Context: an optimization exercise on an open-source flow, tuned for small area. The choices shown serve that exercise and are no tape-out recipe. At most, simulation tests tie the RTL to the original design; equivalence was not proved. Power is estimated from default activity; no workload was simulated.

Setup of before:
Design ICMP, start of the top module:
module ICMP(readmode,sendmode,hardreset,inputdata,typeoficmpin,codein,restofheaderin,clock,outputmessage,outputvalid,restofheaderout,typeoficmpout,codeout);
clock: 5.0 ns
lec_check: 0
cap_margin: 20
core_margin: 2
core_utilization: 40
cts_buf_list: sky130_fd_sc_hd__clkbuf_8
cts_cluster_diameter: 60
cts_cluster_size: 20
slew_margin: 20
run.sh (not shown) runs the stock make flow with config.mk's settings and CLKGATE_MAP_FILE= SYNTH_SCRIPT=/design/flow/synth_recipe.tcl, a recipe that flattens the netlist after the stock synthesis.
### before -> after
==> flow/flow/run.sh (new file) <==
#!/bin/bash
# Layout: the standard flow (standard.sh) with these changes:
#  - synthesis is ORFS's synth.tcl run through synth_recipe.tcl as standard.sh
#    does, except that ABC maps the logic with flow/area.abc (area mapping)
#    instead of ORFS's speed script; registers are mapped before ABC runs, so
#    they are the standard synthesis's
#  - the port buffers buffer_ports inserts are buf_1 cells
#  - CTS uses clkbuf_8 with smaller sink clusters and inserts no dummy loads
# make's full output goes to standard.log in the work folder; ORFS's per-step
# logs stay under orfs/logs.
set -euo pipefail
W=$(pwd)
export BUFFER_PORTS_ARGS="-buffer_cell sky130_fd_sc_hd__buf_1"
export CTS_ARGS="-sink_clustering_enable -repair_clock_nets -dont_use_dummy_load -buf_list sky130_fd_sc_hd__clkbuf_8 -sink_clustering_size 18 -sink_clustering_max_diameter 60"
awk -v s="$W/flow/area.abc" '{print} /source .*synth_preamble.tcl/ {print "set abc_args [lreplace $abc_args 1 1 " s "]"}' \
  "$FLOW_HOME/scripts/synth.tcl" > "$W/flow_synth.tcl"
grep -q "lreplace" "$W/flow_synth.tcl"
sed "s#source \$::env(SCRIPTS_DIR)/synth.tcl#source $W/flow_synth.tcl#" "$W/synth_recipe.tcl" > "$W/flow_synth_recipe.tcl"
grep -q "flow_synth.tcl" "$W/flow_synth_recipe.tcl"
sed "s#SYNTH_SCRIPT=$W/synth_recipe.tcl#SYNTH_SCRIPT=$W/flow_synth_recipe.tcl#" "$W/standard.sh" > "$W/flow_standard.sh"
grep -q "flow_synth_recipe.tcl" "$W/flow_standard.sh"
bash "$W/flow_standard.sh" > standard.log 2>&1
==> flow/flow/area.abc (new file) <==
&get -n
&st
&dch
&nf
&st
&syn2
&if -g -K 6
&synch2
&nf
&st
&syn2
&if -g -K 6
&synch2
&nf
&st
&syn2
&if -g -K 6
&synch2
&nf
&st
&syn2
&if -g -K 6
&synch2
&nf
&st
&syn2
&if -g -K 6
&synch2
&nf
&put
buffer -c
topo
stime -c
upsize -c
dnsize -c
==> flow/standard.sh (new file) <==
#!/bin/bash
# synth_recipe.tcl (not shown) runs the flow's synth.tcl, then flattens the netlist and writes it again
# the make line also repeats each setting of config.mk as NAME=value (left out here)
make -C /OpenROAD-flow-scripts/flow DESIGN_CONFIG=/design/flow/config.mk WORK_HOME=/design/flow/orfs CLKGATE_MAP_FILE= SYNTH_SCRIPT=/design/flow/synth_recipe.tcl "${@:-finish}"
--- a/flow/config.mk
+++ b/flow/config.mk
@@ -11,3 +10,0 @@
-export CTS_BUF_LIST = sky130_fd_sc_hd__clkbuf_8
-export CTS_CLUSTER_DIAMETER = 60
-export CTS_CLUSTER_SIZE = 20
removed: flow/run.sh
==> notes.md <==
In after, the highest fanout seen on the critical path came out 1 below the value in before.
Taking before as the reference, in after minimum setup slack among reg-to-reg paths shows an increase of 0.12 ns, minimum clock period after layout shows a reduction of 0.12 ns, number of global-route vias before repair shows a reduction of about 4.6%, average wire per cell in the routed design shows a reduction of about 3.6%.
Going from before to after, summed area of non-filler cells in the final layout shrank by more than 10%.
Of after and before, the run reporting the lower number of CTS-inserted buffers was before.
The via count reported for after is smaller than that of before by 2.1%.
Comparing after with before, the synthesized area came out essentially unchanged.

ICMP again, from the RTL that the note above started with.
Design ICMP, start of the top module:
module ICMP(readmode,sendmode,hardreset,inputdata,typeoficmpin,codein,restofheaderin,clock,outputmessage,outputvalid,restofheaderout,typeoficmpout,codeout);
Settings: LEC_CHECK=0, CAP_MARGIN=20, CORE_MARGIN=2, CORE_UTILIZATION=40, SLEW_MARGIN=20; clock period 5.0 ns.
Stock flow here: none of the scripts above is used.
==> next run, changes <==
==> flow/flow/run.sh (new file) <==
#!/bin/bash
# Layout: the standard flow (standard.sh) with these changes:
#  - synthesis is ORFS's synth.tcl run through synth_recipe.tcl as standard.sh
#    does, except that ABC maps the logic with flow/area.abc (area mapping)
#    instead of ORFS's speed script; registers are mapped before ABC runs, so
#    they are the standard synthesis's
#  - the port buffers buffer_ports inserts are buf_1 cells
#  - CTS uses clkbuf_8 with smaller sink clusters and inserts no dummy loads
# make's full output goes to standard.log in the work folder; ORFS's per-step
# logs stay under orfs/logs.
set -euo pipefail
W=$(pwd)
export BUFFER_PORTS_ARGS="-buffer_cell sky130_fd_sc_hd__buf_1"
export CTS_ARGS="-sink_clustering_enable -repair_clock_nets -dont_use_dummy_load -buf_list sky130_fd_sc_hd__clkbuf_4 -sink_clustering_size 10 -sink_clustering_max_diameter 40"
awk -v s="$W/flow/area.abc" '{print} /source .*synth_preamble.tcl/ {print "set abc_args [lreplace $abc_args 1 1 " s "]"}' \
  "$FLOW_HOME/scripts/synth.tcl" > "$W/flow_synth.tcl"
grep -q "lreplace" "$W/flow_synth.tcl"
sed "s#source \$::env(SCRIPTS_DIR)/synth.tcl#source $W/flow_synth.tcl#" "$W/synth_recipe.tcl" > "$W/flow_synth_recipe.tcl"
grep -q "flow_synth.tcl" "$W/flow_synth_recipe.tcl"
sed "s#SYNTH_SCRIPT=$W/synth_recipe.tcl#SYNTH_SCRIPT=$W/flow_synth_recipe.tcl#" "$W/standard.sh" > "$W/flow_standard.sh"
grep -q "flow_synth_recipe.tcl" "$W/flow_standard.sh"
bash "$W/flow_standard.sh" > standard.log 2>&1
==> flow/flow/area.abc (new file) <==
strash
dc2
dch
amap
==> flow/standard.sh (new file) <==
#!/bin/bash
# synth_recipe.tcl (not shown) runs the flow's synth.tcl, then flattens the netlist and writes it again
# the make line also repeats each setting of config.mk as NAME=value (left out here)
make -C /OpenROAD-flow-scripts/flow DESIGN_CONFIG=/design/flow/config.mk WORK_HOME=/design/flow/orfs CLKGATE_MAP_FILE= SYNTH_SCRIPT=/design/flow/synth_recipe.tcl "${@:-finish}"
removed: flow/run.sh
Outcome: The changed run completed without violations; register-to-register slack is worse by 290 ps; worst hold slack is worse by 29 ps; synthesized area drops by 7.2%; total power falls by 22%; worst setup slack got worse by 290 ps.

The RTL this note starts from:
==> flow/design.v <==
`timescale 1ns / 1ps
module ICMP(readmode,sendmode,hardreset,inputdata,typeoficmpin,codein,restofheaderin,clock,outputmessage,outputvalid,restofheaderout,typeoficmpout,codeout);
input hardreset;
input [31:0] inputdata;
input [31:0] restofheaderin;
input [7:0] typeoficmpin;
input [7:0] codein;
input clock;
input readmode;
input sendmode;
output [31:0] outputmessage;
output outputvalid;
output reg [31:0] restofheaderout;
output reg [7:0] typeoficmpout;
output reg [7:0] codeout;
reg [4:0] st;
wire ms = ~st[4];
wire mr = st[4];
wire [3:0] cnt = st[3:0];
reg [15:0] h0, h1, h2, h3, h4;
reg [15:0] l1;
reg [15:0] l2_n, l3_n, l4_n;    
wire [15:0] l2 = ~l2_n;
wire [15:0] l3 = ~l3_n;
reg [15:0] lo_n;    
wire [15:0] l4 = ~l4_n;
wire [15:0] lo = ~lo_n;
wire idle   = (st == 5'd0) | (st == 5'd13) | (st == 5'd23);
wire sel_h3 = (st == 5'd1);
wire sel_l4 = (cnt == 4'd1);
wire sel_h2 = (st <= 5'd1);
wire sel_a  = (cnt <= 4'd1);
wire rot_h  = ms & (cnt >= 4'd4) & (cnt <= 4'd8);
wire rot_l  = ms & (cnt >= 4'd4);
wire hsel   = (cnt <= 4'd5);
wire swin   = ms & (cnt >= 4'd9);
wire rwin   = mr & (cnt >= 4'd5);
wire lwin   = (st == 5'd9);
wire l4win  = (ms & (cnt >= 4'd10)) | rwin;
always @(posedge clock) begin
  if (hardreset)
    st <= 5'd0;
  else if (idle)
    st <= readmode ? 5'd17 : (sendmode ? 5'd1 : 5'd0);
  else
    st <= st + 5'd1;
end
wire [15:0] h4_d = rot_h ? h0 : inputdata[31:16];
wire [15:0] l1_d = rot_l ? l2 : inputdata[15:0];
wire [15:0] acc_op = sel_a ? l1_d : lo;
wire [15:0] add_op = hsel ? h4_d : l1_d;
wire [15:0] sum = acc_op + add_op + 16'd1;
always @(posedge clock) begin
  h4 <= h4_d;
  h3 <= sel_h3 ? restofheaderin[31:16] : h4;
  h2 <= sel_h2 ? {typeoficmpin, codein} : h3;
  h1 <= h2;
  h0 <= h1;
  l1 <= l1_d;
  l2_n <= l3_n;
  l3_n <= l4_n;
  l4_n <= ~(sel_l4 ? restofheaderin[15:0] : l1);
  lo_n <= ~sum;
end
always @(posedge clock) begin
  if (hardreset) begin
    restofheaderout <= 32'd0;
    typeoficmpout <= 8'd0;
    codeout <= 8'd0;
  end else begin
    if (mr & (cnt == 4'd2)) begin
      typeoficmpout <= h4[15:8];
      codeout <= h4[7:0];
    end
    if (mr & (cnt == 4'd3))
      restofheaderout <= {h4, l1};
  end
end
assign outputvalid = swin;
assign outputmessage = {({16{swin}} & h0) | ({16{rwin}} & h3),
                        ({16{lwin}} & lo) | ({16{l4win}} & l4)};
endmodule
export LEC_CHECK = 0
export CAP_MARGIN = 20
export CORE_MARGIN = 2
export CORE_UTILIZATION = 70
export PLACE_DENSITY = 0.8
export SLEW_MARGIN = 20
create_clock -name core_clock -period 5.0 [get_ports {clock}]
standard.sh (not shown) runs the stock make flow with config.mk's settings and CLKGATE_MAP_FILE= SYNTH_SCRIPT=/design/flow/synth_recipe.tcl, a recipe that flattens the netlist after the stock synthesis.
==> flow/flow/run.sh <==
#!/bin/bash
# Layout: the standard flow (standard.sh) with these changes:
#  - synthesis is ORFS's synth.tcl run through synth_recipe.tcl as standard.sh
#    does, except that ABC maps the logic with flow/area.abc (area mapping)
#    instead of ORFS's speed script; registers are mapped before ABC runs, so
#    they are the standard synthesis's
#  - the port buffers buffer_ports inserts are buf_1 cells
#  - CTS uses clkbuf_8 with smaller sink clusters and inserts no dummy loads
# make's full output goes to standard.log in the work folder; ORFS's per-step
# logs stay under orfs/logs.
set -euo pipefail
W=$(pwd)
export BUFFER_PORTS_ARGS="-buffer_cell sky130_fd_sc_hd__buf_1"
export REMOVE_ABC_BUFFERS=1
export CTS_ARGS="-sink_clustering_enable -repair_clock_nets -dont_use_dummy_load -buf_list sky130_fd_sc_hd__clkbuf_8 -sink_clustering_size 18 -sink_clustering_max_diameter 60"
awk -v s="$W/flow/area.abc" '{print} /source .*synth_preamble.tcl/ {print "set abc_args [lreplace $abc_args 1 1 " s "]"}' \
  "$FLOW_HOME/scripts/synth.tcl" > "$W/flow_synth.tcl"
grep -q "lreplace" "$W/flow_synth.tcl"
sed "s#source \$::env(SCRIPTS_DIR)/synth.tcl#source $W/flow_synth.tcl#" "$W/synth_recipe.tcl" > "$W/flow_synth_recipe.tcl"
grep -q "flow_synth.tcl" "$W/flow_synth_recipe.tcl"
sed "s#SYNTH_SCRIPT=$W/synth_recipe.tcl#SYNTH_SCRIPT=$W/flow_synth_recipe.tcl#" "$W/standard.sh" > "$W/flow_standard.sh"
grep -q "flow_synth_recipe.tcl" "$W/flow_standard.sh"
bash "$W/flow_standard.sh" > standard.log 2>&1
==> flow/flow/area.abc <==
strash
dc2
dc2
dch -f
amap
Edit:
--- a/flow/flow/run.sh
+++ b/flow/flow/run.sh
@@ -12,5 +12,4 @@
 W=$(pwd)
 export BUFFER_PORTS_ARGS="-buffer_cell sky130_fd_sc_hd__buf_1"
-export REMOVE_ABC_BUFFERS=1
 export CTS_ARGS="-sink_clustering_enable -repair_clock_nets -dont_use_dummy_load -buf_list sky130_fd_sc_hd__clkbuf_8 -sink_clustering_size 18 -sink_clustering_max_diameter 60"
 awk -v s="$W/flow/area.abc" '{print} /source .*synth_preamble.tcl/ {print "set abc_args [lreplace $abc_args 1 1 " s "]"}' \
What happened:
- global-route usage shrinks by 0.74 points
- wire length falls slightly
- power fell slightly
- clock power came out lower slightly
- count of clock-buffer cells in the layout is unchanged
- design area rises slightly
- worst hold slack is about the same
- worst setup slack improves by 0.13 ns
- maximum frequency rose by a few percent
Function was not checked in any run of this note: the RTL went through the layout flow alone.

==> separate check: timing with driven ports <==
How much do the figures lean on ideal ports? The routed layouts below were timed once more, with nothing changed but the port constraints.
Step 1 sets driving cells, clkbuf_16 on the clock port and buf_2 on the other inputs (assumed; they add their load-dependent delay and slew).
Step 2 adds t to the input delays and takes it off the output delays; t is the mean of the earliest and latest rising clock arrival at the registers after step 1. Input paths then give back, and output paths get back, about the clock's delay inside the block.
Three values: no drivers, after step 1, after step 2; two values: the first two.
run | t, ns | setup WS [ns] | worst hold slack (ns)
before | 0.542 | 0.636 / 0.636 / 0.636 | 0.335 / 0.335 / 0.335
after | 0.537 | 0.761 / 0.761 / 0.761 | 0.289 / 0.289 / 0.289
the first run of note 2 | 0.545 | 0.647 / 0.647 / 0.647 | 0.322 / 0.322 / 0.322
the second run of note 2 | 0.655 | 0.358 / 0.358 / 0.358 | 0.292 / 0.292 / 0.292
the first run of note 3 | 0.516 | 0.242 / 0.242 / 0.242 | 0.323 / 0.323 / 0.323
the second run of note 3 | 0.514 | 0.370 / 0.370 / 0.248 | 0.326 / 0.326 / 0.326
After both steps every run listed still meets setup and hold. The setup slack of the second run of note 3, which loses most, moves by 0.000 ns with the drivers and by -0.122 ns with both steps.
